From an optimization exercise on the open Yosys and OpenROAD flow, aimed at small area, a short achievable clock period and few clock cycles per item; shortcuts taken in it are not production practice. No functional check of the RTL was part of any run shown here. Power is estimated from default activity; no workload was simulated.

--- config.mk ---
export PLATFORM = sky130hd
export DESIGN_NAME = axis_gain_wrapper
export DESIGN_NICKNAME = axis_gain_wrapper
export VERILOG_FILES = /design/flow/design.v
export SDC_FILE = /design/flow/constraint.sdc
export NUM_CORES = 4
export LEC_CHECK = 0
export ABC_AREA = 1
export CAP_MARGIN = 20
export CORE_MARGIN = 2
export CORE_UTILIZATION = 40
export CTS_BUF_LIST = sky130_fd_sc_hd__clkbuf_2 sky130_fd_sc_hd__clkbuf_4
export SETUP_SLACK_MARGIN = 4.3
export SLEW_MARGIN = 20
--- constraint.sdc ---
create_clock -name core_clock -period 8.0 [get_ports {aclk}]
set_input_delay 1.6000 -clock core_clock [delete_from_list [all_inputs] [get_ports {aclk}]]
set_output_delay 1.6000 -clock core_clock [all_outputs]
set_load 0.01 [all_outputs]
--- design.v ---
`timescale 1ns / 1ps
module gain_core_s1 (
    input  wire [15:0] d,
    input  wire [23:0] bg,      
    output wire [19:0] ra,
    output wire [19:0] rb,
    output wire [2:0]  cin      
);
    wire neg0 = bg[2];
    wire two0 = bg[1];
    wire one0 = bg[0];
    wire neg1 = bg[5];
    wire two1 = bg[4];
    wire one1 = bg[3];
    wire neg2 = bg[8];
    wire two2 = bg[7];
    wire one2 = bg[6];
    wire neg3 = bg[11];
    wire two3 = bg[10];
    wire one3 = bg[9];
    wire neg4 = bg[14];
    wire two4 = bg[13];
    wire one4 = bg[12];
    wire neg5 = bg[17];
    wire two5 = bg[16];
    wire one5 = bg[15];
    wire neg6 = bg[20];
    wire two6 = bg[19];
    wire one6 = bg[18];
    wire neg7 = bg[23];
    wire two7 = bg[22];
    wire one7 = bg[21];
    wire [16:0] dx = {d[15], d};
    wire pp0_0 = (one0 & dx[0]) ^ neg0;
    wire pp0_1 = ((one0 & dx[1]) | (two0 & dx[0])) ^ neg0;
    wire pp0_2 = ((one0 & dx[2]) | (two0 & dx[1])) ^ neg0;
    wire pp0_3 = ((one0 & dx[3]) | (two0 & dx[2])) ^ neg0;
    wire pp0_4 = ((one0 & dx[4]) | (two0 & dx[3])) ^ neg0;
    wire pp0_5 = ((one0 & dx[5]) | (two0 & dx[4])) ^ neg0;
    wire pp0_6 = ((one0 & dx[6]) | (two0 & dx[5])) ^ neg0;
    wire pp0_7 = ((one0 & dx[7]) | (two0 & dx[6])) ^ neg0;
    wire pp0_8 = ((one0 & dx[8]) | (two0 & dx[7])) ^ neg0;
    wire pp0_9 = ((one0 & dx[9]) | (two0 & dx[8])) ^ neg0;
    wire pp0_10 = ((one0 & dx[10]) | (two0 & dx[9])) ^ neg0;
    wire pp0_11 = ((one0 & dx[11]) | (two0 & dx[10])) ^ neg0;
    wire pp0_12 = ((one0 & dx[12]) | (two0 & dx[11])) ^ neg0;
    wire pp0_13 = ((one0 & dx[13]) | (two0 & dx[12])) ^ neg0;
    wire pp0_14 = ((one0 & dx[14]) | (two0 & dx[13])) ^ neg0;
    wire pp0_15 = ((one0 & dx[15]) | (two0 & dx[14])) ^ neg0;
    wire pp0_16 = ~(((one0 & dx[16]) | (two0 & dx[15])) ^ neg0);
    wire pp1_0 = (one1 & dx[0]) ^ neg1;
    wire pp1_1 = ((one1 & dx[1]) | (two1 & dx[0])) ^ neg1;
    wire pp1_2 = ((one1 & dx[2]) | (two1 & dx[1])) ^ neg1;
    wire pp1_3 = ((one1 & dx[3]) | (two1 & dx[2])) ^ neg1;
    wire pp1_4 = ((one1 & dx[4]) | (two1 & dx[3])) ^ neg1;
    wire pp1_5 = ((one1 & dx[5]) | (two1 & dx[4])) ^ neg1;
    wire pp1_6 = ((one1 & dx[6]) | (two1 & dx[5])) ^ neg1;
    wire pp1_7 = ((one1 & dx[7]) | (two1 & dx[6])) ^ neg1;
    wire pp1_8 = ((one1 & dx[8]) | (two1 & dx[7])) ^ neg1;
    wire pp1_9 = ((one1 & dx[9]) | (two1 & dx[8])) ^ neg1;
    wire pp1_10 = ((one1 & dx[10]) | (two1 & dx[9])) ^ neg1;
    wire pp1_11 = ((one1 & dx[11]) | (two1 & dx[10])) ^ neg1;
    wire pp1_12 = ((one1 & dx[12]) | (two1 & dx[11])) ^ neg1;
    wire pp1_13 = ((one1 & dx[13]) | (two1 & dx[12])) ^ neg1;
    wire pp1_14 = ((one1 & dx[14]) | (two1 & dx[13])) ^ neg1;
    wire pp1_15 = ((one1 & dx[15]) | (two1 & dx[14])) ^ neg1;
    wire pp1_16 = ~(((one1 & dx[16]) | (two1 & dx[15])) ^ neg1);
    wire pp2_0 = (one2 & dx[0]) ^ neg2;
    wire pp2_1 = ((one2 & dx[1]) | (two2 & dx[0])) ^ neg2;
    wire pp2_2 = ((one2 & dx[2]) | (two2 & dx[1])) ^ neg2;
    wire pp2_3 = ((one2 & dx[3]) | (two2 & dx[2])) ^ neg2;
    wire pp2_4 = ((one2 & dx[4]) | (two2 & dx[3])) ^ neg2;
    wire pp2_5 = ((one2 & dx[5]) | (two2 & dx[4])) ^ neg2;
    wire pp2_6 = ((one2 & dx[6]) | (two2 & dx[5])) ^ neg2;
    wire pp2_7 = ((one2 & dx[7]) | (two2 & dx[6])) ^ neg2;
    wire pp2_8 = ((one2 & dx[8]) | (two2 & dx[7])) ^ neg2;
    wire pp2_9 = ((one2 & dx[9]) | (two2 & dx[8])) ^ neg2;
    wire pp2_10 = ((one2 & dx[10]) | (two2 & dx[9])) ^ neg2;
    wire pp2_11 = ((one2 & dx[11]) | (two2 & dx[10])) ^ neg2;
    wire pp2_12 = ((one2 & dx[12]) | (two2 & dx[11])) ^ neg2;
    wire pp2_13 = ((one2 & dx[13]) | (two2 & dx[12])) ^ neg2;
    wire pp2_14 = ((one2 & dx[14]) | (two2 & dx[13])) ^ neg2;
    wire pp2_15 = ((one2 & dx[15]) | (two2 & dx[14])) ^ neg2;
    wire pp2_16 = ~(((one2 & dx[16]) | (two2 & dx[15])) ^ neg2);
    wire pp3_0 = (one3 & dx[0]) ^ neg3;
    wire pp3_1 = ((one3 & dx[1]) | (two3 & dx[0])) ^ neg3;
    wire pp3_2 = ((one3 & dx[2]) | (two3 & dx[1])) ^ neg3;
    wire pp3_3 = ((one3 & dx[3]) | (two3 & dx[2])) ^ neg3;
    wire pp3_4 = ((one3 & dx[4]) | (two3 & dx[3])) ^ neg3;
    wire pp3_5 = ((one3 & dx[5]) | (two3 & dx[4])) ^ neg3;
    wire pp3_6 = ((one3 & dx[6]) | (two3 & dx[5])) ^ neg3;
    wire pp3_7 = ((one3 & dx[7]) | (two3 & dx[6])) ^ neg3;
    wire pp3_8 = ((one3 & dx[8]) | (two3 & dx[7])) ^ neg3;
    wire pp3_9 = ((one3 & dx[9]) | (two3 & dx[8])) ^ neg3;
    wire pp3_10 = ((one3 & dx[10]) | (two3 & dx[9])) ^ neg3;
    wire pp3_11 = ((one3 & dx[11]) | (two3 & dx[10])) ^ neg3;
    wire pp3_12 = ((one3 & dx[12]) | (two3 & dx[11])) ^ neg3;
    wire pp3_13 = ((one3 & dx[13]) | (two3 & dx[12])) ^ neg3;
    wire pp3_14 = ((one3 & dx[14]) | (two3 & dx[13])) ^ neg3;
    wire pp3_15 = ((one3 & dx[15]) | (two3 & dx[14])) ^ neg3;
    wire pp3_16 = ~(((one3 & dx[16]) | (two3 & dx[15])) ^ neg3);
    wire pp4_0 = (one4 & dx[0]) ^ neg4;
    wire pp4_1 = ((one4 & dx[1]) | (two4 & dx[0])) ^ neg4;
    wire pp4_2 = ((one4 & dx[2]) | (two4 & dx[1])) ^ neg4;
    wire pp4_3 = ((one4 & dx[3]) | (two4 & dx[2])) ^ neg4;
    wire pp4_4 = ((one4 & dx[4]) | (two4 & dx[3])) ^ neg4;
    wire pp4_5 = ((one4 & dx[5]) | (two4 & dx[4])) ^ neg4;
    wire pp4_6 = ((one4 & dx[6]) | (two4 & dx[5])) ^ neg4;
    wire pp4_7 = ((one4 & dx[7]) | (two4 & dx[6])) ^ neg4;
    wire pp4_8 = ((one4 & dx[8]) | (two4 & dx[7])) ^ neg4;
    wire pp4_9 = ((one4 & dx[9]) | (two4 & dx[8])) ^ neg4;
    wire pp4_10 = ((one4 & dx[10]) | (two4 & dx[9])) ^ neg4;
    wire pp4_11 = ((one4 & dx[11]) | (two4 & dx[10])) ^ neg4;
    wire pp4_12 = ((one4 & dx[12]) | (two4 & dx[11])) ^ neg4;
    wire pp4_13 = ((one4 & dx[13]) | (two4 & dx[12])) ^ neg4;
    wire pp4_14 = ((one4 & dx[14]) | (two4 & dx[13])) ^ neg4;
    wire pp4_15 = ((one4 & dx[15]) | (two4 & dx[14])) ^ neg4;
    wire pp4_16 = ~(((one4 & dx[16]) | (two4 & dx[15])) ^ neg4);
    wire pp5_0 = (one5 & dx[0]) ^ neg5;
    wire pp5_1 = ((one5 & dx[1]) | (two5 & dx[0])) ^ neg5;
    wire pp5_2 = ((one5 & dx[2]) | (two5 & dx[1])) ^ neg5;
    wire pp5_3 = ((one5 & dx[3]) | (two5 & dx[2])) ^ neg5;
    wire pp5_4 = ((one5 & dx[4]) | (two5 & dx[3])) ^ neg5;
    wire pp5_5 = ((one5 & dx[5]) | (two5 & dx[4])) ^ neg5;
    wire pp5_6 = ((one5 & dx[6]) | (two5 & dx[5])) ^ neg5;
    wire pp5_7 = ((one5 & dx[7]) | (two5 & dx[6])) ^ neg5;
    wire pp5_8 = ((one5 & dx[8]) | (two5 & dx[7])) ^ neg5;
    wire pp5_9 = ((one5 & dx[9]) | (two5 & dx[8])) ^ neg5;
    wire pp5_10 = ((one5 & dx[10]) | (two5 & dx[9])) ^ neg5;
    wire pp5_11 = ((one5 & dx[11]) | (two5 & dx[10])) ^ neg5;
    wire pp5_12 = ((one5 & dx[12]) | (two5 & dx[11])) ^ neg5;
    wire pp5_13 = ((one5 & dx[13]) | (two5 & dx[12])) ^ neg5;
    wire pp5_14 = ((one5 & dx[14]) | (two5 & dx[13])) ^ neg5;
    wire pp5_15 = ((one5 & dx[15]) | (two5 & dx[14])) ^ neg5;
    wire pp5_16 = ~(((one5 & dx[16]) | (two5 & dx[15])) ^ neg5);
    wire pp6_0 = (one6 & dx[0]) ^ neg6;
    wire pp6_1 = ((one6 & dx[1]) | (two6 & dx[0])) ^ neg6;
    wire pp6_2 = ((one6 & dx[2]) | (two6 & dx[1])) ^ neg6;
    wire pp6_3 = ((one6 & dx[3]) | (two6 & dx[2])) ^ neg6;
    wire pp6_4 = ((one6 & dx[4]) | (two6 & dx[3])) ^ neg6;
    wire pp6_5 = ((one6 & dx[5]) | (two6 & dx[4])) ^ neg6;
    wire pp6_6 = ((one6 & dx[6]) | (two6 & dx[5])) ^ neg6;
    wire pp6_7 = ((one6 & dx[7]) | (two6 & dx[6])) ^ neg6;
    wire pp6_8 = ((one6 & dx[8]) | (two6 & dx[7])) ^ neg6;
    wire pp6_9 = ((one6 & dx[9]) | (two6 & dx[8])) ^ neg6;
    wire pp6_10 = ((one6 & dx[10]) | (two6 & dx[9])) ^ neg6;
    wire pp6_11 = ((one6 & dx[11]) | (two6 & dx[10])) ^ neg6;
    wire pp6_12 = ((one6 & dx[12]) | (two6 & dx[11])) ^ neg6;
    wire pp6_13 = ((one6 & dx[13]) | (two6 & dx[12])) ^ neg6;
    wire pp6_14 = ((one6 & dx[14]) | (two6 & dx[13])) ^ neg6;
    wire pp6_15 = ((one6 & dx[15]) | (two6 & dx[14])) ^ neg6;
    wire pp6_16 = ~(((one6 & dx[16]) | (two6 & dx[15])) ^ neg6);
    wire pp7_0 = (one7 & dx[0]) ^ neg7;
    wire pp7_1 = ((one7 & dx[1]) | (two7 & dx[0])) ^ neg7;
    wire pp7_2 = ((one7 & dx[2]) | (two7 & dx[1])) ^ neg7;
    wire pp7_3 = ((one7 & dx[3]) | (two7 & dx[2])) ^ neg7;
    wire pp7_4 = ((one7 & dx[4]) | (two7 & dx[3])) ^ neg7;
    wire pp7_5 = ((one7 & dx[5]) | (two7 & dx[4])) ^ neg7;
    wire pp7_6 = ((one7 & dx[6]) | (two7 & dx[5])) ^ neg7;
    wire pp7_7 = ((one7 & dx[7]) | (two7 & dx[6])) ^ neg7;
    wire pp7_8 = ((one7 & dx[8]) | (two7 & dx[7])) ^ neg7;
    wire pp7_9 = ((one7 & dx[9]) | (two7 & dx[8])) ^ neg7;
    wire pp7_10 = ((one7 & dx[10]) | (two7 & dx[9])) ^ neg7;
    wire pp7_11 = ((one7 & dx[11]) | (two7 & dx[10])) ^ neg7;
    wire pp7_12 = ((one7 & dx[12]) | (two7 & dx[11])) ^ neg7;
    wire pp7_13 = ((one7 & dx[13]) | (two7 & dx[12])) ^ neg7;
    wire pp7_14 = ((one7 & dx[14]) | (two7 & dx[13])) ^ neg7;
    wire pp7_15 = ((one7 & dx[15]) | (two7 & dx[14])) ^ neg7;
    wire pp7_16 = ~(((one7 & dx[16]) | (two7 & dx[15])) ^ neg7);
    wire s1, c2;
    assign s1 = pp0_10 ^ pp1_8;
    assign c2 = pp0_10 & pp1_8;
    wire s3, c4;
    assign s3 = pp0_11 ^ pp1_9 ^ pp2_7;
    assign c4 = (pp0_11 & pp1_9) | (pp2_7 & (pp0_11 ^ pp1_9));
    wire s5, c6;
    assign s5 = pp0_12 ^ pp1_10 ^ pp2_8;
    assign c6 = (pp0_12 & pp1_10) | (pp2_8 & (pp0_12 ^ pp1_10));
    wire s7, c8;
    assign s7 = pp3_6 ^ pp4_4;
    assign c8 = pp3_6 & pp4_4;
    wire s9, c10;
    assign s9 = pp0_13 ^ pp1_11 ^ pp2_9;
    assign c10 = (pp0_13 & pp1_11) | (pp2_9 & (pp0_13 ^ pp1_11));
    wire s11, c12;
    assign s11 = pp3_7 ^ pp4_5;
    assign c12 = pp3_7 & pp4_5;
    wire s13, c14;
    assign s13 = pp0_14 ^ pp1_12 ^ pp2_10;
    assign c14 = (pp0_14 & pp1_12) | (pp2_10 & (pp0_14 ^ pp1_12));
    wire s15, c16;
    assign s15 = pp3_8 ^ pp4_6 ^ pp5_4;
    assign c16 = (pp3_8 & pp4_6) | (pp5_4 & (pp3_8 ^ pp4_6));
    wire s17, c18;
    assign s17 = pp6_2 ^ pp7_0;
    assign c18 = pp6_2 & pp7_0;
    wire s19, c20;
    assign s19 = pp0_15 ^ pp1_13 ^ pp2_11;
    assign c20 = (pp0_15 & pp1_13) | (pp2_11 & (pp0_15 ^ pp1_13));
    wire s21, c22;
    assign s21 = pp3_9 ^ pp4_7 ^ pp5_5;
    assign c22 = (pp3_9 & pp4_7) | (pp5_5 & (pp3_9 ^ pp4_7));
    wire s23, c24;
    assign s23 = pp6_3 ^ pp7_1;
    assign c24 = pp6_3 & pp7_1;
    wire s25, c26;
    assign s25 = pp0_16 ^ pp1_14 ^ pp2_12;
    assign c26 = (pp0_16 & pp1_14) | (pp2_12 & (pp0_16 ^ pp1_14));
    wire s27, c28;
    assign s27 = pp3_10 ^ pp4_8 ^ pp5_6;
    assign c28 = (pp3_10 & pp4_8) | (pp5_6 & (pp3_10 ^ pp4_8));
    wire s29, c30;
    assign s29 = pp6_4 ^ pp7_2 ^ 1'b1;
    assign c30 = (pp6_4 & pp7_2) | (1'b1 & (pp6_4 ^ pp7_2));
    wire s31, c32;
    assign s31 = pp1_15 ^ pp2_13 ^ pp3_11;
    assign c32 = (pp1_15 & pp2_13) | (pp3_11 & (pp1_15 ^ pp2_13));
    wire s33, c34;
    assign s33 = pp4_9 ^ pp5_7 ^ pp6_5;
    assign c34 = (pp4_9 & pp5_7) | (pp6_5 & (pp4_9 ^ pp5_7));
    wire s35, c36;
    assign s35 = pp7_3 ^ 1'b1;
    assign c36 = pp7_3 & 1'b1;
    wire s37, c38;
    assign s37 = pp1_16 ^ pp2_14 ^ pp3_12;
    assign c38 = (pp1_16 & pp2_14) | (pp3_12 & (pp1_16 ^ pp2_14));
    wire s39, c40;
    assign s39 = pp4_10 ^ pp5_8 ^ pp6_6;
    assign c40 = (pp4_10 & pp5_8) | (pp6_6 & (pp4_10 ^ pp5_8));
    wire s41, c42;
    assign s41 = pp2_15 ^ pp3_13 ^ pp4_11;
    assign c42 = (pp2_15 & pp3_13) | (pp4_11 & (pp2_15 ^ pp3_13));
    wire s43, c44;
    assign s43 = pp5_9 ^ pp6_7;
    assign c44 = pp5_9 & pp6_7;
    wire s45, c46;
    assign s45 = pp2_16 ^ pp3_14 ^ pp4_12;
    assign c46 = (pp2_16 & pp3_14) | (pp4_12 & (pp2_16 ^ pp3_14));
    wire s47, c48;
    assign s47 = pp3_15 ^ pp4_13;
    assign c48 = pp3_15 & pp4_13;
    wire s49, c50;
    assign s49 = pp0_6 ^ pp1_4;
    assign c50 = pp0_6 & pp1_4;
    wire s51, c52;
    assign s51 = pp0_7 ^ pp1_5;
    assign c52 = pp0_7 & pp1_5;
    wire s53, c54;
    assign s53 = pp0_8 ^ pp1_6 ^ pp2_4;
    assign c54 = (pp0_8 & pp1_6) | (pp2_4 & (pp0_8 ^ pp1_6));
    wire s55, c56;
    assign s55 = pp3_2 ^ pp4_0;
    assign c56 = pp3_2 & pp4_0;
    wire s57, c58;
    assign s57 = pp0_9 ^ pp1_7 ^ pp2_5;
    assign c58 = (pp0_9 & pp1_7) | (pp2_5 & (pp0_9 ^ pp1_7));
    wire s59, c60;
    assign s59 = pp3_3 ^ pp4_1;
    assign c60 = pp3_3 & pp4_1;
    wire s61, c62;
    assign s61 = s1 ^ pp2_6 ^ pp3_4;
    assign c62 = (s1 & pp2_6) | (pp3_4 & (s1 ^ pp2_6));
    wire s63, c64;
    assign s63 = pp4_2 ^ pp5_0 ^ neg5;
    assign c64 = (pp4_2 & pp5_0) | (neg5 & (pp4_2 ^ pp5_0));
    wire s65, c66;
    assign s65 = c2 ^ s3 ^ pp3_5;
    assign c66 = (c2 & s3) | (pp3_5 & (c2 ^ s3));
    wire s67, c68;
    assign s67 = pp4_3 ^ pp5_1 ^ 1'b1;
    assign c68 = (pp4_3 & pp5_1) | (1'b1 & (pp4_3 ^ pp5_1));
    wire s69, c70;
    assign s69 = c4 ^ s5 ^ s7;
    assign c70 = (c4 & s5) | (s7 & (c4 ^ s5));
    wire s71, c72;
    assign s71 = pp5_2 ^ pp6_0 ^ neg6;
    assign c72 = (pp5_2 & pp6_0) | (neg6 & (pp5_2 ^ pp6_0));
    wire s73, c74;
    assign s73 = c6 ^ c8 ^ s9;
    assign c74 = (c6 & c8) | (s9 & (c6 ^ c8));
    wire s75, c76;
    assign s75 = s11 ^ pp5_3 ^ pp6_1;
    assign c76 = (s11 & pp5_3) | (pp6_1 & (s11 ^ pp5_3));
    wire s77, c78;
    assign s77 = c10 ^ c12 ^ s13;
    assign c78 = (c10 & c12) | (s13 & (c10 ^ c12));
    wire s79, c80;
    assign s79 = s15 ^ s17 ^ neg7;
    assign c80 = (s15 & s17) | (neg7 & (s15 ^ s17));
    wire s81, c82;
    assign s81 = c14 ^ c16 ^ c18;
    assign c82 = (c14 & c16) | (c18 & (c14 ^ c16));
    wire s83, c84;
    assign s83 = s19 ^ s21 ^ s23;
    assign c84 = (s19 & s21) | (s23 & (s19 ^ s21));
    wire s85, c86;
    assign s85 = c20 ^ c22 ^ c24;
    assign c86 = (c20 & c22) | (c24 & (c20 ^ c22));
    wire s87, c88;
    assign s87 = s25 ^ s27 ^ s29;
    assign c88 = (s25 & s27) | (s29 & (s25 ^ s27));
    wire s89, c90;
    assign s89 = c26 ^ c28 ^ c30;
    assign c90 = (c26 & c28) | (c30 & (c26 ^ c28));
    wire s91, c92;
    assign s91 = s31 ^ s33 ^ s35;
    assign c92 = (s31 & s33) | (s35 & (s31 ^ s33));
    wire s93, c94;
    assign s93 = c32 ^ c34 ^ c36;
    assign c94 = (c32 & c34) | (c36 & (c32 ^ c34));
    wire s95, c96;
    assign s95 = s37 ^ s39 ^ pp7_4;
    assign c96 = (s37 & s39) | (pp7_4 & (s37 ^ s39));
    wire s97, c98;
    assign s97 = c38 ^ c40 ^ s41;
    assign c98 = (c38 & c40) | (s41 & (c38 ^ c40));
    wire s99, c100;
    assign s99 = s43 ^ pp7_5 ^ 1'b1;
    assign c100 = (s43 & pp7_5) | (1'b1 & (s43 ^ pp7_5));
    wire s101, c102;
    assign s101 = c42 ^ c44 ^ s45;
    assign c102 = (c42 & c44) | (s45 & (c42 ^ c44));
    wire s103, c104;
    assign s103 = pp5_10 ^ pp6_8 ^ pp7_6;
    assign c104 = (pp5_10 & pp6_8) | (pp7_6 & (pp5_10 ^ pp6_8));
    wire s105, c106;
    assign s105 = c46 ^ s47 ^ pp5_11;
    assign c106 = (c46 & s47) | (pp5_11 & (c46 ^ s47));
    wire s107, c108;
    assign s107 = pp6_9 ^ pp7_7 ^ 1'b1;
    assign c108 = (pp6_9 & pp7_7) | (1'b1 & (pp6_9 ^ pp7_7));
    wire s109, c110;
    assign s109 = c48 ^ pp3_16 ^ pp4_14;
    assign c110 = (c48 & pp3_16) | (pp4_14 & (c48 ^ pp3_16));
    wire s111, c112;
    assign s111 = pp5_12 ^ pp6_10 ^ pp7_8;
    assign c112 = (pp5_12 & pp6_10) | (pp7_8 & (pp5_12 ^ pp6_10));
    wire s113, c114;
    assign s113 = pp4_15 ^ pp5_13 ^ pp6_11;
    assign c114 = (pp4_15 & pp5_13) | (pp6_11 & (pp4_15 ^ pp5_13));
    wire s115, c116;
    assign s115 = pp7_9 ^ 1'b1;
    assign c116 = pp7_9 & 1'b1;
    wire s117, c118;
    assign s117 = pp4_16 ^ pp5_14 ^ pp6_12;
    assign c118 = (pp4_16 & pp5_14) | (pp6_12 & (pp4_16 ^ pp5_14));
    wire s119, c120;
    assign s119 = pp5_15 ^ pp6_13;
    assign c120 = pp5_15 & pp6_13;
    wire s121, c122;
    assign s121 = pp0_4 ^ pp1_2;
    assign c122 = pp0_4 & pp1_2;
    wire s123, c124;
    assign s123 = pp0_5 ^ pp1_3;
    assign c124 = pp0_5 & pp1_3;
    wire s125, c126;
    assign s125 = s49 ^ pp2_2 ^ pp3_0;
    assign c126 = (s49 & pp2_2) | (pp3_0 & (s49 ^ pp2_2));
    wire s127, c128;
    assign s127 = c50 ^ s51 ^ pp2_3;
    assign c128 = (c50 & s51) | (pp2_3 & (c50 ^ s51));
    wire s129, c130;
    assign s129 = c52 ^ s53 ^ s55;
    assign c130 = (c52 & s53) | (s55 & (c52 ^ s53));
    wire s131, c132;
    assign s131 = c54 ^ c56 ^ s57;
    assign c132 = (c54 & c56) | (s57 & (c54 ^ c56));
    wire s133, c134;
    assign s133 = c58 ^ c60 ^ s61;
    assign c134 = (c58 & c60) | (s61 & (c58 ^ c60));
    wire s135, c136;
    assign s135 = c62 ^ c64 ^ s65;
    assign c136 = (c62 & c64) | (s65 & (c62 ^ c64));
    wire s137, c138;
    assign s137 = c66 ^ c68 ^ s69;
    assign c138 = (c66 & c68) | (s69 & (c66 ^ c68));
    wire s139, c140;
    assign s139 = c70 ^ c72 ^ s73;
    assign c140 = (c70 & c72) | (s73 & (c70 ^ c72));
    wire s141, c142;
    assign s141 = c74 ^ c76 ^ s77;
    assign c142 = (c74 & c76) | (s77 & (c74 ^ c76));
    wire s143, c144;
    assign s143 = c78 ^ c80 ^ s81;
    assign c144 = (c78 & c80) | (s81 & (c78 ^ c80));
    wire s145, c146;
    assign s145 = c82 ^ c84 ^ s85;
    assign c146 = (c82 & c84) | (s85 & (c82 ^ c84));
    wire s147, c148;
    assign s147 = c86 ^ c88 ^ s89;
    assign c148 = (c86 & c88) | (s89 & (c86 ^ c88));
    wire s149, c150;
    assign s149 = c90 ^ c92 ^ s93;
    assign c150 = (c90 & c92) | (s93 & (c90 ^ c92));
    wire s151, c152;
    assign s151 = c94 ^ c96 ^ s97;
    assign c152 = (c94 & c96) | (s97 & (c94 ^ c96));
    wire s153, c154;
    assign s153 = c98 ^ c100 ^ s101;
    assign c154 = (c98 & c100) | (s101 & (c98 ^ c100));
    wire s155, c156;
    assign s155 = c102 ^ c104 ^ s105;
    assign c156 = (c102 & c104) | (s105 & (c102 ^ c104));
    wire s157, c158;
    assign s157 = c106 ^ c108 ^ s109;
    assign c158 = (c106 & c108) | (s109 & (c106 ^ c108));
    wire s159, c160;
    assign s159 = c110 ^ c112 ^ s113;
    assign c160 = (c110 & c112) | (s113 & (c110 ^ c112));
    wire s161, c162;
    assign s161 = c114 ^ c116 ^ s117;
    assign c162 = (c114 & c116) | (s117 & (c114 ^ c116));
    wire s163, c164;
    assign s163 = c118 ^ s119 ^ pp7_11;
    assign c164 = (c118 & s119) | (pp7_11 & (c118 ^ s119));
    wire s165, c166;
    assign s165 = c120 ^ pp5_16 ^ pp6_14;
    assign c166 = (c120 & pp5_16) | (pp6_14 & (c120 ^ pp5_16));
    wire s167, c168;
    assign s167 = pp6_15 ^ pp7_13;
    assign c168 = pp6_15 & pp7_13;
    wire s169, c170;
    assign s169 = pp0_2 ^ pp1_0;
    assign c170 = pp0_2 & pp1_0;
    wire s171, c172;
    assign s171 = pp0_3 ^ pp1_1;
    assign c172 = pp0_3 & pp1_1;
    wire s173, c174;
    assign s173 = s121 ^ pp2_0 ^ neg2;
    assign c174 = (s121 & pp2_0) | (neg2 & (s121 ^ pp2_0));
    wire s175, c176;
    assign s175 = c122 ^ s123 ^ pp2_1;
    assign c176 = (c122 & s123) | (pp2_1 & (c122 ^ s123));
    wire s177, c178;
    assign s177 = c124 ^ s125 ^ neg3;
    assign c178 = (c124 & s125) | (neg3 & (c124 ^ s125));
    wire s179, c180;
    assign s179 = c126 ^ s127 ^ pp3_1;
    assign c180 = (c126 & s127) | (pp3_1 & (c126 ^ s127));
    wire s181, c182;
    assign s181 = c128 ^ s129 ^ neg4;
    assign c182 = (c128 & s129) | (neg4 & (c128 ^ s129));
    wire s183, c184;
    assign s183 = c130 ^ s131 ^ s59;
    assign c184 = (c130 & s131) | (s59 & (c130 ^ s131));
    wire s185, c186;
    assign s185 = c132 ^ s133 ^ s63;
    assign c186 = (c132 & s133) | (s63 & (c132 ^ s133));
    wire s187, c188;
    assign s187 = c134 ^ s135 ^ s67;
    assign c188 = (c134 & s135) | (s67 & (c134 ^ s135));
    wire s189, c190;
    assign s189 = c136 ^ s137 ^ s71;
    assign c190 = (c136 & s137) | (s71 & (c136 ^ s137));
    wire s191, c192;
    assign s191 = c138 ^ s139 ^ s75;
    assign c192 = (c138 & s139) | (s75 & (c138 ^ s139));
    wire s193, c194;
    assign s193 = c140 ^ s141 ^ s79;
    assign c194 = (c140 & s141) | (s79 & (c140 ^ s141));
    wire s195, c196;
    assign s195 = c142 ^ s143 ^ s83;
    assign c196 = (c142 & s143) | (s83 & (c142 ^ s143));
    wire s197, c198;
    assign s197 = c144 ^ s145 ^ s87;
    assign c198 = (c144 & s145) | (s87 & (c144 ^ s145));
    wire s199, c200;
    assign s199 = c146 ^ s147 ^ s91;
    assign c200 = (c146 & s147) | (s91 & (c146 ^ s147));
    wire s201, c202;
    assign s201 = c148 ^ s149 ^ s95;
    assign c202 = (c148 & s149) | (s95 & (c148 ^ s149));
    wire s203, c204;
    assign s203 = c150 ^ s151 ^ s99;
    assign c204 = (c150 & s151) | (s99 & (c150 ^ s151));
    wire s205, c206;
    assign s205 = c152 ^ s153 ^ s103;
    assign c206 = (c152 & s153) | (s103 & (c152 ^ s153));
    wire s207, c208;
    assign s207 = c154 ^ s155 ^ s107;
    assign c208 = (c154 & s155) | (s107 & (c154 ^ s155));
    wire s209, c210;
    assign s209 = c156 ^ s157 ^ s111;
    assign c210 = (c156 & s157) | (s111 & (c156 ^ s157));
    wire s211, c212;
    assign s211 = c158 ^ s159 ^ s115;
    assign c212 = (c158 & s159) | (s115 & (c158 ^ s159));
    wire s213, c214;
    assign s213 = c160 ^ s161 ^ pp7_10;
    assign c214 = (c160 & s161) | (pp7_10 & (c160 ^ s161));
    wire s215, c216;
    assign s215 = c162 ^ s163 ^ 1'b1;
    assign c216 = (c162 & s163) | (1'b1 & (c162 ^ s163));
    wire s217, c218;
    assign s217 = c164 ^ s165 ^ pp7_12;
    assign c218 = (c164 & s165) | (pp7_12 & (c164 ^ s165));
    wire s219, c220;
    assign s219 = c166 ^ s167 ^ 1'b1;
    assign c220 = (c166 & s167) | (1'b1 & (c166 ^ s167));
    wire s221, c222;
    assign s221 = c168 ^ pp6_16 ^ pp7_14;
    assign c222 = (c168 & pp6_16) | (pp7_14 & (c168 ^ pp6_16));
    wire s223, c224;
    assign s223 = pp7_15 ^ 1'b1;
    assign c224 = pp7_15 & 1'b1;
    wire [11:0] la = {c186, c184, c182, c180, c178, c176, c174, c172, c170, s169, pp0_1, pp0_0};
    wire [11:0] lb = {s187, s185, s183, s181, s179, s177, s175, s173, s171, neg1, 1'b0, neg0};
    wire [8:0] ls = {1'b0, la[7:0]} + {1'b0, lb[7:0]};
    assign cin[0] = ls[8];
    wire [3:0] lg = la[11:8] & lb[11:8];
    wire [3:0] lp = la[11:8] ^ lb[11:8];
    assign cin[1] = lg[3] | (lp[3] & lg[2]) | (lp[3] & lp[2] & lg[1]) | (lp[3] & lp[2] & lp[1] & lg[0]);
    assign cin[2] = &lp;
    assign ra = {1'b1, c224, c222, c220, c218, c216, c214, c212, c210, c208, c206, c204, c202, c200, c198, c196, c194, c192, c190, c188};
    assign rb = {1'b0, pp7_16, s223, s221, s219, s217, s215, s213, s211, s209, s207, s205, s203, s201, s199, s197, s195, s193, s191, s189};
endmodule
module gain_recode (
    input  wire [15:0] g,
    output wire [23:0] bg
);
    assign bg[2] = g[1];
    assign bg[1] = (g[1] & ~g[0] & ~1'b0) | (~g[1] & g[0] & 1'b0);
    assign bg[0] = g[0] ^ 1'b0;
    assign bg[5] = g[3];
    assign bg[4] = (g[3] & ~g[2] & ~g[1]) | (~g[3] & g[2] & g[1]);
    assign bg[3] = g[2] ^ g[1];
    assign bg[8] = g[5];
    assign bg[7] = (g[5] & ~g[4] & ~g[3]) | (~g[5] & g[4] & g[3]);
    assign bg[6] = g[4] ^ g[3];
    assign bg[11] = g[7];
    assign bg[10] = (g[7] & ~g[6] & ~g[5]) | (~g[7] & g[6] & g[5]);
    assign bg[9] = g[6] ^ g[5];
    assign bg[14] = g[9];
    assign bg[13] = (g[9] & ~g[8] & ~g[7]) | (~g[9] & g[8] & g[7]);
    assign bg[12] = g[8] ^ g[7];
    assign bg[17] = g[11];
    assign bg[16] = (g[11] & ~g[10] & ~g[9]) | (~g[11] & g[10] & g[9]);
    assign bg[15] = g[10] ^ g[9];
    assign bg[20] = g[13];
    assign bg[19] = (g[13] & ~g[12] & ~g[11]) | (~g[13] & g[12] & g[11]);
    assign bg[18] = g[12] ^ g[11];
    assign bg[23] = g[15];
    assign bg[22] = (g[15] & ~g[14] & ~g[13]) | (~g[15] & g[14] & g[13]);
    assign bg[21] = g[14] ^ g[13];
endmodule
module gain_core_s2 (
    input  wire [19:0] ra,
    input  wire [19:0] rb,
    input  wire [2:0]  cin,
    output wire [15:0] data_o
);
    wire c = cin[1] | (cin[2] & cin[0]);
    wire [19:0] r = ra + rb + {19'd0, c};
    wire ovf = ~(&r[19:15] | ~|r[19:15]);
    assign data_o = ovf ? {r[19], {15{~r[19]}}} : r[15:0];
endmodule
module gain_core (
    input  wire [15:0] data_i,
    input  wire [15:0] gain_i,
    output wire [15:0] data_o
);
    wire [19:0] ra, rb;
    wire [2:0] cin;
    wire [23:0] bg;
    gain_recode  u_rc (.g(gain_i), .bg(bg));
    gain_core_s1 u_s1 (.d(data_i), .bg(bg), .ra(ra), .rb(rb), .cin(cin));
    gain_core_s2 u_s2 (.ra(ra), .rb(rb), .cin(cin), .data_o(data_o));
endmodule
`timescale 1ns / 1ps
module axis_gain_wrapper #(
    parameter integer C_S_AXI_DATA_WIDTH = 32,
    parameter integer C_S_AXI_ADDR_WIDTH = 4,
    parameter integer AUDIO_WIDTH        = 16,
    parameter integer GAIN_FBITS         = 12
)(
    input  wire aclk,
    input  wire aresetn,
    input  wire [31:0] s_axis_tdata,
    input  wire        s_axis_tlast,
    input  wire        s_axis_tvalid,
    output wire        s_axis_tready,
    output wire [31:0] m_axis_tdata,
    output wire        m_axis_tlast,
    output wire        m_axis_tvalid,
    input  wire        m_axis_tready,
    input  wire [C_S_AXI_ADDR_WIDTH-1:0] s_axi_awaddr,
    input  wire                          s_axi_awvalid,
    output wire                          s_axi_awready,
    input  wire [C_S_AXI_DATA_WIDTH-1:0] s_axi_wdata,
    input  wire [3:0]                    s_axi_wstrb,
    input  wire                          s_axi_wvalid,
    output wire                          s_axi_wready,
    output wire [1:0]                    s_axi_bresp,
    output reg                           s_axi_bvalid,
    input  wire                          s_axi_bready,
    input  wire [C_S_AXI_ADDR_WIDTH-1:0] s_axi_araddr,
    input  wire                          s_axi_arvalid,
    output wire                          s_axi_arready,
    output reg  [C_S_AXI_DATA_WIDTH-1:0] s_axi_rdata,
    output wire [1:0]                    s_axi_rresp,
    output reg                           s_axi_rvalid,
    input  wire                          s_axi_rready
);
    reg [31:0] reg_control;
    reg [31:0] reg_gain_l;
    reg [31:0] reg_gain_r;
    reg        wack;       
    reg [1:0]  rsel;       
    assign s_axi_awready = wack;
    assign s_axi_wready  = wack;
    assign s_axi_bresp   = 2'b00;
    assign s_axi_rresp   = 2'b00;
    assign s_axi_arready = !s_axi_rvalid;
    wire wgo = s_axi_awvalid && s_axi_wvalid && !wack && !s_axi_bvalid && !s_axi_rvalid;
    wire [1:0] addr_w = s_axi_awaddr[3:2];
    wire [31:0] wd_ctl = s_axi_wdata & {32{aresetn}};
    wire [31:0] wd_gn  = {wd_ctl[31:13], s_axi_wdata[12] | !aresetn, wd_ctl[11:0]};
    wire we_ctl = (wgo && addr_w == 2'd0) || !aresetn;
    wire we_gl  = (wgo && addr_w == 2'd1) || !aresetn;
    wire we_gr  = (wgo && addr_w == 2'd2) || !aresetn;
    always @(posedge aclk) begin
        if (we_ctl) reg_control <= wd_ctl;
        if (we_gl)  reg_gain_l  <= wd_gn;
        if (we_gr)  reg_gain_r  <= wd_gn;
    end
    always @(posedge aclk) begin
        if (!aresetn) begin
            wack         <= 1'b0;
            s_axi_bvalid <= 1'b0;
        end else begin
            wack <= wgo;
            if (wack)
                s_axi_bvalid <= 1'b1;
            else if (s_axi_bready)
                s_axi_bvalid <= 1'b0;
        end
    end
    wire rgo = s_axi_arvalid && !s_axi_rvalid;
    always @(posedge aclk) begin
        if (!aresetn) begin
            s_axi_rvalid <= 1'b0;
        end else begin
            if (rgo)
                s_axi_rvalid <= 1'b1;
            else if (s_axi_rready)
                s_axi_rvalid <= 1'b0;
        end
    end
    always @(posedge aclk) begin
        if (rgo) rsel <= s_axi_araddr[3:2];
    end
    always @* begin
        case (rsel)
            2'd0:    s_axi_rdata = reg_control;
            2'd1:    s_axi_rdata = reg_gain_l;
            2'd2:    s_axi_rdata = reg_gain_r;
            default: s_axi_rdata = 32'b0;
        endcase
    end
    reg        v0, l0;
    reg [31:0] d0;
    reg [23:0] b0l, b0r;              
    reg        v1, l1;
    reg [19:0] ral, rbl, rar, rbr;    
    reg [2:0]  cil, cir;      
    reg        v2, l2;
    reg [31:0] o2;
    wire ce = m_axis_tready || !v2;
    assign s_axis_tready = ce;
    assign m_axis_tvalid = v2;
    assign m_axis_tlast  = l2;
    assign m_axis_tdata  = o2;
    wire [15:0] gl = reg_control[0] ? reg_gain_l[15:0] : 16'h1000;
    wire [15:0] gr = reg_control[0] ? reg_gain_r[15:0] : 16'h1000;
    wire [23:0] bgl, bgr;
    gain_recode u_rc_l (.g(gl), .bg(bgl));
    gain_recode u_rc_r (.g(gr), .bg(bgr));
    wire [19:0] ral_d, rbl_d, rar_d, rbr_d;
    wire [2:0]  cil_d, cir_d;
    wire [15:0] ol_d, or_d;
    gain_core_s1 u_s1_l (.d(d0[15:0]),  .bg(b0l), .ra(ral_d), .rb(rbl_d), .cin(cil_d));
    gain_core_s1 u_s1_r (.d(d0[31:16]), .bg(b0r), .ra(rar_d), .rb(rbr_d), .cin(cir_d));
    gain_core_s2 u_s2_l (.ra(ral), .rb(rbl), .cin(cil), .data_o(ol_d));
    gain_core_s2 u_s2_r (.ra(rar), .rb(rbr), .cin(cir), .data_o(or_d));
    always @(posedge aclk) begin
        if (ce) begin
            d0  <= s_axis_tdata;
            l0  <= s_axis_tlast;
            b0l <= bgl;
            b0r <= bgr;
            ral <= ral_d;
            rbl <= rbl_d;
            cil <= cil_d;
            rar <= rar_d;
            rbr <= rbr_d;
            cir <= cir_d;
            l1  <= l0;
            o2  <= {or_d, ol_d};
            l2  <= l1;
        end
    end
    always @(posedge aclk) begin
        if (!aresetn) begin
            v0 <= 1'b0;
            v1 <= 1'b0;
            v2 <= 1'b0;
        end else if (ce) begin
            v0 <= s_axis_tvalid;
            v1 <= v0;
            v2 <= v1;
        end
    end
endmodule
--- run.sh ---
#!/bin/bash
# synth_recipe.tcl (not shown) runs the flow's synth.tcl, then flattens the netlist and writes it again
# the make line also repeats each setting of config.mk as NAME=value (left out here)
make -C /OpenROAD-flow-scripts/flow DESIGN_CONFIG=/design/flow/config.mk WORK_HOME=/design/flow/orfs CLKGATE_MAP_FILE= SYNTH_SCRIPT=/design/flow/synth_recipe.tcl finish
==> impl_metrics.toml, run 1 <==
[pwr]
power.density_nw_per_um2 = 331
p_leak_nw = 12.5
ir_drop_mv = 0.121

[route]
drcViolationCount = 0
wl_mm = 60.3
vias = 17300
routedWlPerCell_um = 17.8
first_pass_iters = 6
ant_nets = 0
avgViaCountPerCell = 5.11
dr.first_iter.drc_count = 1286

[logic_synthesis]
synth_top_family_by_area = "adder cells"
netlist_instances = 2328
synth-xor-area-share_pct = 11.1
ys_seq_area_share_pct = 38.9
synthArstFlopShare_pct = 0
synth_area_um2 = 23100
yosys_register_bits = 301
synth-simple-area-share_pct = 9.00
synth_top_area_share_pct = 38.4
yosys-top-cells-area = "edfxtp_1 (38%), fa_1 (15%), xor2_1 (11%)"
synth_enable_flop_cells = 295
yosys-mux-area-fraction_pct = 0.0488
synth.distinct_cells = 46
yosysWarnings = 1
synth_adder_area_share_pct = 20.3
synth_top_flop_cell = "edfxtp_1"
synth.largest_area_cell = "edfxtp_1"
syn_avg_cell_area_um2 = 9.91
synth_compound_area_share_pct = 11.0

[clock_network]
cts_tree = "yes"
cts.sinks = 301
clock_latency_ps = 810
postCtsHoldBufs = 0
cts.path.max_buffers = 3
numCtsBuffers = 82
cts.clk_slew.worst_paths_ps = 70
htree_levels = 3
clock_tree.root_cell = "clkbuf_4"

[sta]
worstMarginPinSlew_ps = 869
finalCritPeriodShare_pct = 48.3
slew_headroom_pct = 42.1
hold_viol_final = 0
slew_violations = 0
tns_ps = 0
fin_crit_ps = 3860
fin_worst_skew_ps = 71.7
fin_ws_ps = 4140
rsz0062_at_grt = "true"
whs_ps = 422
setup_viol = 0
fmax_ghz = 0.259

[global_route]
antenna_found_initial = 3
grt_max_degree = 136
track_usage_pct = 20.2
grt_pass1_wl_mm = 95.9
grt_pass1_vias = 17800
gr-total-overflow = 0

[run]
maxCapViolations = 0

[run_status]
outcome = "no timing/DRC/antenna violations"

[setup_path]
cp_max_fo = 7
setup.worst_path.start_class = "register"
cp_data_required_time_ps = 6400
end_kind = "output port"
crit_type = "reg -> out"
worstPathArrival_ps = 2260

[floorplan]
core_area_um2 = 57400
rows = 88
die-width_um = 244
ios = 162
initial_core_util_pct = 40.2
die_h_um = 244
die_area_um2 = 59600

[hold_path]
min_path_type = "reg -> reg"

[place]
dp_cells = 3144
gp_congestion = 0.875
dpl.hpwl_mm = 42.1
pre_cts_slack_ps = 3270
port_buffers = 149
placed_area_um2 = 25200

[final_layout]
area_growth_syn_to_layout_pct = 19.5
fin_area_um2 = 27600
drive_gt1_share_pct = 15.8
fin_nets = 2926
final_cells = 3393
[state kept, by name (all words and copies together), names as in the netlist, 2 cells and up]
name         flops
cir              3
rbr             19
b0r             24
ral             19
reg_control     32
reg_gain_r      32
reg_gain_l      32
rar             19
rbl             19
d0              32
cil              3
o2              32
rsel             2
b0l             24
[through the flow]
stage	utilization, %	power (mW)
floorplan	-	6.21
global placement	43.9	7.51
detailed placement	43.9	7.64
CTS	47.3	9.19
global route	48.0	10.1
finish	48.0	9.13
[what timing repair did]
action                     CTS  global route
setup buffers               65            33
setup endpoints to repair   45            57
pin swaps                   14            27
cloned                       7             0
resized for setup          212            58
[per-layer routing]
layer  GRT usage [%]  wire (um)  vias to the layer above
li1                -          -                     8252
met1            26.5      26000                     8309
met2            32.4      27800                      645
met3            5.20       4900                      118
met4            7.57       1650                        2
met5               0         14                        -
[layout by cell type (no fill, tap or decap), drive strengths merged]
cell / n
a211oi: 1
a21o: 2
a21oi: 53
a221oi: 1
a22oi: 6
a31oi: 6
and3: 2
buf: 145
bufbuf: 2
bufinv: 2
clkbuf: 119
clkdlybuf4s50: 115
clkinv: 23
clkinvlp: 35
conb: 4
dfxtp: 6
diode: 3
edfxtp: 295
fa: 170
ha: 102
inv: 425
mux2: 1
nand2: 329
nand3: 74
nand3b: 2
nand4: 10
nor2: 46
nor3: 8
nor4: 2
o211ai: 26
o21a: 3
o21ai: 50
o21bai: 4
o221ai: 8
o22ai: 238
o31ai: 10
or2: 8
xnor2: 11
xor2: 281
[synthesized netlist by cell type (11+ instances only)]
| cell type | instances |
|---|---|
| fa_1 | 170 |
| nand3_1 | 64 |
| a21oi_1 | 50 |
| clkbuf_1 | 73 |
| o22ai_1 | 238 |
| inv_1 | 445 |
| nand2_2 | 17 |
| edfxtp_1 | 295 |
| o211ai_1 | 26 |
| inv_2 | 13 |
| nor2_1 | 44 |
| o21ai_0 | 50 |
| ha_1 | 102 |
| buf_1 | 21 |
| nand2_1 | 310 |
| xor2_1 | 281 |
| xnor2_1 | 11 |
[path summary, 6_finish.rpt]
path	from	slack [ps]	end	cells after the start
worst min-delay path	l1$_DFFE_PP_	420	l2$_DFFE_PP_	0
worst max register to register	b0r[3]$_DFFE_PP_	4310	cir[1]$_DFFE_PP_	11
worst max-delay path	rsel[0]$_DFFE_PP_	4140	s_axi_rdata[30]	5
worst min register to register	l1$_DFFE_PP_	420	l2$_DFFE_PP_	0
[logic make-up after synthesis]
group	after synthesis
XOR/XNOR	292
flip-flops	301
multiplexers	1
buffers and inverters	574
adder cells (fa/ha/maj)	272
AO/OA/AOI/OAI	408
other	1
AND/OR/NAND/NOR	479
[report_power, final]
group          internal, mW  switching (mW)  leakage, nW
logic                  2.11            3.06         8.72
clock network         0.749           0.656        0.630
registers              2.40           0.150         3.18
[layout make-up]
type,count,area (um^2)
Timing Repair Buffer,262,2450
Fill cell,5355,29800
Antenna cell,3,7.51
Inverter,463,1870
Multi-Input combinational cell,1458,12200
Tap cell,765,957
Clock buffer,119,893
Clock inverter,22,166
Sequential cell,301,8980
[worst max-delay path, stage by stage (launching register included)]
cell,delay [ps]
edfxtp_1,440
buf_12,170
or2_4,290
buf_6,140
o211ai_1,230
buf_2,190
==> run 2: changes to the inputs <==
==> flow/run.sh (new file) <==
#!/bin/bash
set -euo pipefail
export BUFFER_PORTS_ARGS="-buffer_cell sky130_fd_sc_hd__buf_1"
bash standard.sh > standard_flow.log 2>&1
==> standard.sh (new file) <==
#!/bin/bash
# synth_recipe.tcl (not shown) runs the flow's synth.tcl, then flattens the netlist and writes it again
# the make line also repeats each setting of config.mk as NAME=value (left out here)
make -C /OpenROAD-flow-scripts/flow DESIGN_CONFIG=/design/flow/config.mk WORK_HOME=/design/flow/orfs CLKGATE_MAP_FILE= SYNTH_SCRIPT=/design/flow/synth_recipe.tcl "${@:-finish}"
--- a/config.mk
+++ b/config.mk
@@ -10,5 +10,5 @@
 export CORE_MARGIN = 2
 export CORE_UTILIZATION = 40
-export CTS_BUF_LIST = sky130_fd_sc_hd__clkbuf_2 sky130_fd_sc_hd__clkbuf_4
+export CTS_BUF_LIST = sky130_fd_sc_hd__clkbuf_4 sky130_fd_sc_hd__clkbuf_8
 export SETUP_SLACK_MARGIN = 4.3
 export SLEW_MARGIN = 20
removed: run.sh
==> impl_metrics.toml, run 2 <==
[run_status]
outcome = "no timing/DRC/antenna violations"

[route]
avgViaCountPerCell = 5.14
ant_nets = 0
vias = 17200
drcViolationCount = 0
wl_mm = 60.4
first_pass_iters = 5
dr.first_iter.drc_count = 1171
routedWlPerCell_um = 18.0

[clock_network]
numCtsBuffers = 54
cts.clk_slew.worst_paths_ps = 60
cts_tree = "yes"
clock_latency_ps = 670
htree_levels = 2
cts.path.max_buffers = 3
clock_tree.root_cell = "clkbuf_8"
cts.sinks = 301
postCtsHoldBufs = 0

[floorplan]
ios = 162
initial_core_util_pct = 40.2
die_area_um2 = 59600
die_h_um = 244
core_area_um2 = 57400
rows = 88
die-width_um = 244

[logic_synthesis]
yosysMostFrequentCell = "inv_1"
synth.distinct_cells = 46
ys_top_cells_by_count = "inv_1 (445), nand2_1 (310), edfxtp_1 (295)"
netlist_instances = 2328
syn_avg_cell_area_um2 = 9.91
synthArstFlopShare_pct = 0
synth_area_um2 = 23100
synth_enable_flop_cells = 295
yosysWarnings = 1
synth.largest_area_cell = "edfxtp_1"
ys_seq_area_share_pct = 38.9
synth_top_area_share_pct = 38.4
yosys_register_bits = 301
yosys-top-cells-area = "edfxtp_1 (38%), fa_1 (15%), xor2_1 (11%)"
synth_top_flop_cell = "edfxtp_1"

[setup_path]
worst_r2r_path_depth = 11
end_kind = "output port"
reg2reg_from = "b0l[6]$_DFFE_PP_"
cp_max_fo = 2
r2r-end = "cil[1]$_DFFE_PP_"
setup.worst_path.start_class = "input pin"
reg2reg_slack_ps = 4250
worstPathArrival_ps = 2190
cp_data_required_time_ps = 6400
crit_type = "in -> out"

[place]
placed_area_um2 = 24300
gp_congestion = 0.892
dpl.hpwl_mm = 41.8
port_buffers = 149

[global_route]
gr-total-overflow = 0
track_usage_pct = 20.1
grt_pass1_vias = 17500
grt_max_degree = 122
grt_pass1_wl_mm = 95.7
antenna_found_initial = 4

[sta]
fin_worst_skew_ps = 38.2
fin_crit_ps = 3790
setup_viol = 0
finalCritPeriodShare_pct = 47.4
fmax_ghz = 0.264
tns_ps = 0
slew_headroom_pct = 36.7
worstMarginPinSlew_ps = 949
slew_violations = 0
hold_viol_final = 0
rsz0062_at_grt = "true"

[hold_path]
hold_depth = 0
min_path_type = "reg -> reg"
hp-start = "l1$_DFFE_PP_"
min_to = "l2$_DFFE_PP_"

[final_layout]
fin_nets = 2897
multiInputGateArea_um2 = 12300
area_growth_syn_to_layout_pct = 16.4
n_fill_cell = 5301
drive_gt1_share_pct = 14.3
ff_latch_area_um2 = 8980
layout_commonest_cell = "inv_1"
layout_common_cells = "inv_1 (413), nand2_1 (303), edfxtp_1 (295), xor2_1 (276), o22ai_1 (221)"
fin_area_um2 = 26900

[pwr]
p_leak_nw = 12.1
ir_drop_mv = 0.155
power.density_nw_per_um2 = 340

[run]
maxCapViolations = 0
==> run 2: cell counts after synthesis <==
Identical to the previous run, type by type.
==> run 2: critical path, cell delays in order <==
cell and delay (ps):
buf_6 90, nor2_4 100, clkinvlp_4 110, buf_12 150
buf_6 120
==> run 2: repair_timing <==
item	CTS	global route
gates resized for setup	95	47
pin swaps	18	37
buffers inserted	66	31
cloned	6	1
setup endpoints to repair	42	59
==> run 2: stage by stage <==
stage	power (mW)	hold slack [ps]	cells	util [%]	setup slack [ps]
CTS	9.18	425	3313	46.0	4180
global placement	7.37	407	3144	42.3	3860
detailed placement	7.50	412	3144	42.3	3810
finish	9.13	421	3346	46.8	4210
global route	10.1	450	3346	46.8	4170
floorplan	6.21	400	2331	-	2460
==> run 2: cell families (layout without fill, tap and decap cells) <==
| logic type | after synthesis | in the layout | share of synthesized area [%] |
|---|---|---|---|
| AOI/OAI and AO/OA | 408 | 408 | 11.0 |
| xor gates and xnor gates | 292 | 292 | 11.1 |
| adders and majority gates | 272 | 272 | 20.3 |
| buffers and inverters | 574 | 821 | 9.60 |
| DFF | 301 | 301 | 38.9 |
| muxes | 1 | 1 | 0.0488 |
| other | 1 | 5 | 0.0163 |
| and+or+nand+nor | 479 | 481 | 9.00 |
==> run 2: layer usage <==
metal  global-route usage (%)  vias up  part of all wire [%]
met4                     6.53        6                   2.7
met3                     4.87      123                   7.5
met2                     31.9      607                    46
met1                     27.1     8316                    44
met5                        0        -                 0.068
li1                         -     8141                     -
==> run 2: worst max-delay path by stage <==
| stage | from | end | slack (ps) | cells after the start |
|---|---|---|---|---|
| after floorplan | m_axis_tready | s_axis_tready | 2460 | 2 |
| after global placement | d0[10]$_DFFE_PP_ | cil[1]$_DFFE_PP_ | 3860 | 11 |
| after detailed placement | b0l[2]$_DFFE_PP_ | cil[1]$_DFFE_PP_ | 3810 | 10 |
| after CTS | m_axis_tready | s_axis_tready | 4180 | 5 |
| after global routing | b0l[6]$_DFFE_PP_ | cil[1]$_DFFE_PP_ | 4170 | 11 |
| final | m_axis_tready | s_axis_tready | 4210 | 5 |
==> run 2: final cells by class <==
type	instances	area share (%)
Clock buffer	76	3.52
Timing Repair Buffer	260	6.14
Antenna cell	1	0.00932
Timing Repair inverter	1	0.0186
Multi-Input combinational cell	1458	45.7
Clock inverter	21	0.615
Sequential cell	301	33.4
Tap cell	765	3.56
Inverter	463	6.97
==> run 2: report_power, final <==
part	switching [mW]	leakage [nW]	internal (mW)
logic	3.09	8.35	2.00
clock network	0.662	0.584	0.829
registers	0.147	3.18	2.40

## static timing again, ports no longer ideal
How much do the figures lean on ideal ports? The routed layouts below were timed once more, with nothing changed but the port constraints. Step 1: set_driving_cell puts a clkbuf_16 on aclk and a buf_2 on each other input, an assumption about the parent block. Step 2 also shifts input and output timing later by t, the mid clock arrival at the registers, as if the neighbouring blocks saw the same clock. a / b / c = no drivers / after step 1 / after step 2; a / b = the first two.
run | t (ns) | slack for setup (ns) | worst slew at a driven data input, ns
run 1 | 0.839 | 4.139 / 4.079 / 4.179 | 0.08
run 2 | 0.709 | 4.209 / 4.176 / 3.876 | 0.09
After both steps every run listed still meets setup and hold. For run 2, which loses most, drivers alone change the setup slack by -0.033 ns; drivers and shift together by -0.333 ns.
